From an optimization exercise on the open Yosys and OpenROAD flow, aimed at small area; shortcuts taken in it are not production practice.
In this exercise RTL edits were held to simulation tests only and were not proved equivalent to the original.
Power and IR drop assume default switching activity.

==> violet: inputs <==
Design alu_unit, start of the top module:
module alu_unit(input clk, input [31:0] aluIn1, input [31:0] aluIn2, input [1:0] aluOp,
 output reg overflow, output reg carry, output reg neg, output reg zero, output reg Npflag,
 output reg [31:0] aluOut);
==> module alu, before the edit <==
module alu(input [31:0] aluIn1, input [31:0] aluIn2, input [1:0] aluOp,
 input overflow_q, input carry_q, input neg_q, input zero_q, input Npflag_q,
 output overflow, output carry, output neg, output zero, output Npflag, output [31:0] aluOut);
	wire [31:0] A = aluIn1;
	wire [31:0] B = aluIn2;
	wire sub = aluOp[1] & aluOp[0];
	wire shf = aluOp[1] & ~aluOp[0];
	wire xr  = ~aluOp[1] & aluOp[0];
	wire ar  = ~(aluOp[1] ^ aluOp[0]);
	wire [31:0] q = A ^ B;
	wire [31:0] p = q ^ {32{sub}};
	wire [32:0] c;
	assign c[0] = 1'b0;
	genvar i;
	generate for (i = 0; i < 32; i = i + 1) begin : rc
		assign c[i+1] = (ar & A[i] & ~p[i]) | (p[i] & c[i]);
	end endgenerate
	wire [31:0] r = q ^ c[31:0];
	wire [32:0] v0 = {A, 1'b0};
	wire big = |B[31:5];
	wire en = shf & ~big;
	wire sel0_0 = ~B[1] & ~B[2];
	wire sel0_1 = B[1] & ~B[2];
	wire sel0_2 = ~B[1] & B[2];
	wire sel0_3 = B[1] & B[2];
	wire [32:0] w1 = ({33{sel0_0}} & v0)
		| ({33{sel0_1}} & {2'b0, v0[32:2]})
		| ({33{sel0_2}} & {4'b0, v0[32:4]})
		| ({33{sel0_3}} & {6'b0, v0[32:6]});
	wire sel1_0 = ~B[0];
	wire sel1_1 = B[0];
	wire [32:0] w2 = ({33{sel1_0}} & w1)
		| ({33{sel1_1}} & {1'b0, w1[32:1]});
	wire sel2_0 = en & ~B[3] & ~B[4];
	wire sel2_1 = en & B[3] & ~B[4];
	wire sel2_2 = en & ~B[3] & B[4];
	wire sel2_3 = en & B[3] & B[4];
	wire [32:0] sh = ({33{sel2_0}} & w2)
		| ({33{sel2_1}} & {8'b0, w2[32:8]})
		| ({33{sel2_2}} & {16'b0, w2[32:16]})
		| ({33{sel2_3}} & {24'b0, w2[32:24]});
	wire shc = big ? A[31] : sh[0];
	assign aluOut = sh[32:1] | (r & {32{~shf}});
	wire o31 = aluOut[31];
	wire zlow = ~|aluOut[30:0];
	wire z = zlow & ~o31;
	wire alz = ~|A[30:0];
	wire ltu = ~c[32] & ~z;
	wire ov_add = ~q[31] & (A[31] ^ o31);
	wire ov_sub = alz & (A[31] ? (~o31 | zlow) : o31);
	assign neg = xr ? neg_q : o31;
	assign zero = xr ? zero_q : z;
	assign carry = aluOp == 2'b00 ? c[32] : aluOp == 2'b11 ? ltu : aluOp == 2'b10 ? shc : carry_q;
	assign overflow = aluOp == 2'b00 ? ov_add : aluOp == 2'b11 ? ov_sub : aluOp == 2'b10 ? 1'b0 : overflow_q;
	assign Npflag = sub ? ltu : Npflag_q;
endmodule
==> flow/config.mk <==
export PLATFORM = sky130hd
export DESIGN_NAME = alu_unit
export DESIGN_NICKNAME = alu_unit
export VERILOG_FILES = /design/flow/design.v
export SDC_FILE = /design/flow/constraint.sdc
export NUM_CORES = 4
export LEC_CHECK = 0
export CAP_MARGIN = 20
export CORE_MARGIN = 2
export CORE_UTILIZATION = 40
export PLACE_DENSITY = 0.6
export SETUP_SLACK_MARGIN = -0.3
export SLEW_MARGIN = 20
==> flow/constraint.sdc <==
create_clock -name core_clock -period 10.0 [get_ports {clk}]
set_input_delay 2.0000 -clock core_clock [delete_from_list [all_inputs] [get_ports {clk}]]
set_output_delay 2.0000 -clock core_clock [all_outputs]
set_load 0.01 [all_outputs]
standard.sh (not shown) runs the stock make flow with config.mk's settings and CLKGATE_MAP_FILE= SYNTH_SCRIPT=/design/flow/synth_recipe.tcl, a recipe that flattens the netlist after the stock synthesis.
==> flow/flow/run.sh <==
#!/bin/bash
# Layout flow: ORFS with the standard flow's synthesis except for an area-only ABC
# mapping script, the ports buffered with the smallest buffer, a clock tree
# built without dummy load cells, and the large buffers (buf_6 and up)
# added to the platform's don't-use list so that repair picks small ones.
set -euo pipefail
W=$PWD
export MY_ABC_SCRIPT=$W/flow/abc_min.script
P=sky130_fd_sc_hd__
DONT_USE="sky130_fd_sc_hd__probe_p_8 sky130_fd_sc_hd__probec_p_8 sky130_fd_sc_hd__lpflow_bleeder_1 sky130_fd_sc_hd__lpflow_clkbufkapwr_1 sky130_fd_sc_hd__lpflow_clkbufkapwr_16 sky130_fd_sc_hd__lpflow_clkbufkapwr_2 sky130_fd_sc_hd__lpflow_clkbufkapwr_4 sky130_fd_sc_hd__lpflow_clkbufkapwr_8 sky130_fd_sc_hd__lpflow_clkinvkapwr_1 sky130_fd_sc_hd__lpflow_clkinvkapwr_16 sky130_fd_sc_hd__lpflow_clkinvkapwr_2 sky130_fd_sc_hd__lpflow_clkinvkapwr_4 sky130_fd_sc_hd__lpflow_clkinvkapwr_8 sky130_fd_sc_hd__lpflow_decapkapwr_12 sky130_fd_sc_hd__lpflow_decapkapwr_3 sky130_fd_sc_hd__lpflow_decapkapwr_4 sky130_fd_sc_hd__lpflow_decapkapwr_6 sky130_fd_sc_hd__lpflow_decapkapwr_8 sky130_fd_sc_hd__lpflow_inputiso0n_1 sky130_fd_sc_hd__lpflow_inputiso0p_1 sky130_fd_sc_hd__lpflow_inputiso1n_1 sky130_fd_sc_hd__lpflow_inputiso1p_1 sky130_fd_sc_hd__lpflow_inputisolatch_1 sky130_fd_sc_hd__lpflow_isobufsrc_1 sky130_fd_sc_hd__lpflow_isobufsrc_16 sky130_fd_sc_hd__lpflow_isobufsrc_2 sky130_fd_sc_hd__lpflow_isobufsrc_4 sky130_fd_sc_hd__lpflow_isobufsrc_8 sky130_fd_sc_hd__lpflow_isobufsrckapwr_16 sky130_fd_sc_hd__lpflow_lsbuf_lh_hl_isowell_tap_1 sky130_fd_sc_hd__lpflow_lsbuf_lh_hl_isowell_tap_2 sky130_fd_sc_hd__lpflow_lsbuf_lh_hl_isowell_tap_4 sky130_fd_sc_hd__lpflow_lsbuf_lh_isowell_4 sky130_fd_sc_hd__lpflow_lsbuf_lh_isowell_tap_1 sky130_fd_sc_hd__lpflow_lsbuf_lh_isowell_tap_2 sky130_fd_sc_hd__lpflow_lsbuf_lh_isowell_tap_4"
DONT_USE="$DONT_USE ${P}buf_6 ${P}buf_8 ${P}buf_12 ${P}buf_16 ${P}bufbuf_8 ${P}bufbuf_16"
make -C "$FLOW_HOME" DESIGN_CONFIG="$FLOW_CONFIG" WORK_HOME="$W/orfs" CLKGATE_MAP_FILE= ADDER_MAP_FILE= \
  SYNTH_SCRIPT="$W/flow/synth_min.tcl" \
  "DONT_USE_CELLS=$DONT_USE" \
  "BUFFER_PORTS_ARGS=-buffer_cell ${P}buf_1" \
  "CTS_ARGS=-sink_clustering_enable -repair_clock_nets -buf_list ${P}clkbuf_4 -dont_use_dummy_load" \
  finish > "$W/make.log" 2>&1
R=$W/orfs/results/$FLOW_PLATFORM/alu_unit/base
: # left out here: write the final layout as DEF
Other scripts of this flow, unchanged in this note and not shown: flow/flow/abc_min.script, flow/flow/synth_min.tcl
==> inputs of onyx, as changes to violet <==
--- a/flow/design.v
+++ b/flow/design.v
@@ -18,27 +18,15 @@
 	wire [31:0] r = q ^ c[31:0];
 	wire [32:0] v0 = {A, 1'b0};
+	wire [3:0] s0 = {B[1] & B[0], B[1] & ~B[0], ~B[1] & B[0], ~B[1] & ~B[0]};
+	wire [3:0] s1 = {B[3] & B[2], B[3] & ~B[2], ~B[3] & B[2], ~B[3] & ~B[2]};
+	wire [32:0] v2 = ({33{s0[0]}} & v0) | ({33{s0[1]}} & {1'b0, v0[32:1]})
+	               | ({33{s0[2]}} & {2'b0, v0[32:2]}) | ({33{s0[3]}} & {3'b0, v0[32:3]});
+	wire [32:0] v4 = ({33{s1[0]}} & v2) | ({33{s1[1]}} & {4'b0, v2[32:4]})
+	               | ({33{s1[2]}} & {8'b0, v2[32:8]}) | ({33{s1[3]}} & {12'b0, v2[32:12]});
 	wire big = |B[31:5];
-	wire en = shf & ~big;
-	wire sel0_0 = ~B[1] & ~B[2];
-	wire sel0_1 = B[1] & ~B[2];
-	wire sel0_2 = ~B[1] & B[2];
-	wire sel0_3 = B[1] & B[2];
-	wire [32:0] w1 = ({33{sel0_0}} & v0)
-		| ({33{sel0_1}} & {2'b0, v0[32:2]})
-		| ({33{sel0_2}} & {4'b0, v0[32:4]})
-		| ({33{sel0_3}} & {6'b0, v0[32:6]});
-	wire sel1_0 = ~B[0];
-	wire sel1_1 = B[0];
-	wire [32:0] w2 = ({33{sel1_0}} & w1)
-		| ({33{sel1_1}} & {1'b0, w1[32:1]});
-	wire sel2_0 = en & ~B[3] & ~B[4];
-	wire sel2_1 = en & B[3] & ~B[4];
-	wire sel2_2 = en & ~B[3] & B[4];
-	wire sel2_3 = en & B[3] & B[4];
-	wire [32:0] sh = ({33{sel2_0}} & w2)
-		| ({33{sel2_1}} & {8'b0, w2[32:8]})
-		| ({33{sel2_2}} & {16'b0, w2[32:16]})
-		| ({33{sel2_3}} & {24'b0, w2[32:24]});
-	wire shc = big ? A[31] : sh[0];
+	wire en_lo = shf & ~big & ~B[4];
+	wire en_hi = shf & ~big & B[4];
+	wire [32:0] sh = ({33{en_lo}} & v4) | ({33{en_hi}} & {16'b0, v4[32:16]});
+	wire shc = big ? A[31] : (B[4] ? v4[16] : v4[0]);
 	assign aluOut = sh[32:1] | (r & {32{~shf}});
 	wire o31 = aluOut[31];
==> flow/flow/run.sh (replaced) <==
#!/bin/bash
# Layout flow: ORFS with the standard flow's synthesis except for an area-only ABC
# mapping script, the ports buffered with the smallest buffer, and a clock
# tree built without dummy load cells.
set -euo pipefail
W=$PWD
export MY_ABC_SCRIPT=$W/flow/abc_min.script
make -C "$FLOW_HOME" DESIGN_CONFIG="$FLOW_CONFIG" WORK_HOME="$W/orfs" CLKGATE_MAP_FILE= ADDER_MAP_FILE= \
  SYNTH_SCRIPT="$W/flow/synth_min.tcl" \
  "BUFFER_PORTS_ARGS=-buffer_cell sky130_fd_sc_hd__buf_1" \
  "CTS_ARGS=-sink_clustering_enable -repair_clock_nets -buf_list sky130_fd_sc_hd__clkbuf_4 -dont_use_dummy_load" \
  finish > "$W/make.log" 2>&1
R=$W/orfs/results/$FLOW_PLATFORM/alu_unit/base
: # left out here: write the final layout as DEF
SETUP_SLACK_MARGIN = default   (was -0.3)
==> inputs of garnet, as changes to violet <==
--- a/flow/design.v
+++ b/flow/design.v
@@ -18,27 +18,15 @@
 	wire [31:0] r = q ^ c[31:0];
 	wire [32:0] v0 = {A, 1'b0};
+	wire [3:0] s0 = {B[1] & B[0], B[1] & ~B[0], ~B[1] & B[0], ~B[1] & ~B[0]};
+	wire [3:0] s1 = {B[3] & B[2], B[3] & ~B[2], ~B[3] & B[2], ~B[3] & ~B[2]};
+	wire [32:0] v2 = ({33{s0[0]}} & v0) | ({33{s0[1]}} & {1'b0, v0[32:1]})
+	               | ({33{s0[2]}} & {2'b0, v0[32:2]}) | ({33{s0[3]}} & {3'b0, v0[32:3]});
+	wire [32:0] v4 = ({33{s1[0]}} & v2) | ({33{s1[1]}} & {4'b0, v2[32:4]})
+	               | ({33{s1[2]}} & {8'b0, v2[32:8]}) | ({33{s1[3]}} & {12'b0, v2[32:12]});
 	wire big = |B[31:5];
-	wire en = shf & ~big;
-	wire sel0_0 = ~B[1] & ~B[2];
-	wire sel0_1 = B[1] & ~B[2];
-	wire sel0_2 = ~B[1] & B[2];
-	wire sel0_3 = B[1] & B[2];
-	wire [32:0] w1 = ({33{sel0_0}} & v0)
-		| ({33{sel0_1}} & {2'b0, v0[32:2]})
-		| ({33{sel0_2}} & {4'b0, v0[32:4]})
-		| ({33{sel0_3}} & {6'b0, v0[32:6]});
-	wire sel1_0 = ~B[0];
-	wire sel1_1 = B[0];
-	wire [32:0] w2 = ({33{sel1_0}} & w1)
-		| ({33{sel1_1}} & {1'b0, w1[32:1]});
-	wire sel2_0 = en & ~B[3] & ~B[4];
-	wire sel2_1 = en & B[3] & ~B[4];
-	wire sel2_2 = en & ~B[3] & B[4];
-	wire sel2_3 = en & B[3] & B[4];
-	wire [32:0] sh = ({33{sel2_0}} & w2)
-		| ({33{sel2_1}} & {8'b0, w2[32:8]})
-		| ({33{sel2_2}} & {16'b0, w2[32:16]})
-		| ({33{sel2_3}} & {24'b0, w2[32:24]});
-	wire shc = big ? A[31] : sh[0];
+	wire en_lo = shf & ~big & ~B[4];
+	wire en_hi = shf & ~big & B[4];
+	wire [32:0] sh = ({33{en_lo}} & v4) | ({33{en_hi}} & {16'b0, v4[32:16]});
+	wire shc = big ? A[31] : (B[4] ? v4[16] : v4[0]);
 	assign aluOut = sh[32:1] | (r & {32{~shf}});
 	wire o31 = aluOut[31];
==> flow/flow/run.sh (replaced) <==
#!/bin/bash
# Layout flow: ORFS with the standard flow's synthesis except for an area-only ABC
# mapping script, and the ports buffered with the smallest buffer.
set -euo pipefail
W=$PWD
export MY_ABC_SCRIPT=$W/flow/abc_min.script
make -C "$FLOW_HOME" DESIGN_CONFIG="$FLOW_CONFIG" WORK_HOME="$W/orfs" CLKGATE_MAP_FILE= ADDER_MAP_FILE= \
  SYNTH_SCRIPT="$W/flow/synth_min.tcl" \
  "BUFFER_PORTS_ARGS=-buffer_cell sky130_fd_sc_hd__buf_1" \
  finish > "$W/make.log" 2>&1
R=$W/orfs/results/$FLOW_PLATFORM/alu_unit/base
: # left out here: write the final layout as DEF
CORE_UTILIZATION = 55   (was 40)
CTS_BUF_LIST = sky130_fd_sc_hd__clkbuf_4   (was default)
CTS_CLUSTER_DIAMETER = 100   (was default)
CTS_CLUSTER_SIZE = 20   (was default)
PLACE_DENSITY = 0.65   (was 0.6)
SETUP_SLACK_MARGIN = default   (was -0.3)
==> notes <==
In synthesized cell count, garnet and onyx do not differ.
In count of clock-buffer cells in the layout, garnet and violet do not differ.
Against violet, the combinational power of garnet is higher by about 2%.
Of violet and onyx, onyx has the higher clock power (gap about 0.6%, measured against onyx).
Maximum frequency, lowest first: violet, garnet, onyx.
Worst hold slack, lowest first: garnet, violet, onyx.
In onyx the setup slack is higher than in violet, by 0.32 ns.
Power, highest first: garnet, onyx, violet.
Against garnet, the global-route usage of violet is lower by 7.7 points.
In sequential power, onyx and violet hardly differ.
==> figures <==
item                                                              garnet         onyx       violet
Wire length of the first global-routing pass                    20200 um     20800 um     21100 um
Post-synthesis mux area share                                         0%           0%        1.41%
DR WL met2                                                       5830 um      5950 um      5920 um
End of the worst hold path                                          zero     overflow     overflow
Power density of the placed cells                            130 nW/um^2  127 nW/um^2  127 nW/um^2
Final standard cell utilization of the core                        67.4%        49.5%        48.8%
RSZ-0062 raised after global routing                               false        false            -
Core region area                                               6420 um^2    8810 um^2    8760 um^2
Combined area of the multi-input logic cells                   2890 um^2    2900 um^2    2850 um^2
Height of the chip                                               85.7 um      99.8 um      99.3 um
Power spent charging and discharging nets                       0.246 mW     0.238 mW     0.234 mW
Post-cts resize count                                                  2            1            0
Number of fillers in the final layout                                620          916          956
Largest stage delay on the critical path                         0.27 ns      0.28 ns      0.28 ns
Fraction of layout instances using a drive strength above 1        4.40%        4.26%        2.95%
Number of unique standard cell types used by synthesis                36           36           39
Net switching share of the total power                             43.8%        43.1%        43.0%
Cell total after placement                                           682          713          714
Run status                              no timing/DRC/antenna violations  no timing/DRC/antenna violations  no timing/DRC/antenna violations
Via count                                                           4648         4558         4519
Global-route met2 utilization                                      55.3%        40.2%        41.1%

## static timing again, ports no longer ideal
How much do the figures lean on ideal ports? The routed layouts below were timed once more, with nothing changed but the port constraints.
Step 1 (the two cells are an assumption about what drives the block):
set clk [get_ports {clk}]
set_driving_cell -lib_cell sky130_fd_sc_hd__clkbuf_16 $clk
set_driving_cell -lib_cell sky130_fd_sc_hd__buf_2 [delete_from_list [all_inputs] $clk]
Step 2 times the ports against the registers' clock, not the clock port: input delays grow and output delays shrink by t, the midpoint of the rising clock arrivals with the driver on.
a / b / c = ideal / step 1 / step 2; a / b = the first two.
| run | t, ns | slack for setup (ns) | worst hold slack (ns) | worst setup path after step 2 |
|---|---|---|---|---|
| violet | 0.347 | 0.673 / 0.673 / 0.327 | 2.089 / 2.088 / 2.408 | input to register |
| onyx | 0.354 | 0.990 / 0.996 / 0.642 | 2.105 / 2.101 / 2.409 | input to register |
| garnet | 0.370 | 0.768 / 0.775 / 0.405 | 2.058 / 2.051 / 2.421 | input to register |
After both steps every run listed still meets setup and hold. The setup slack of garnet, which loses most, moves by +0.007 ns with the drivers and by -0.363 ns with both steps.
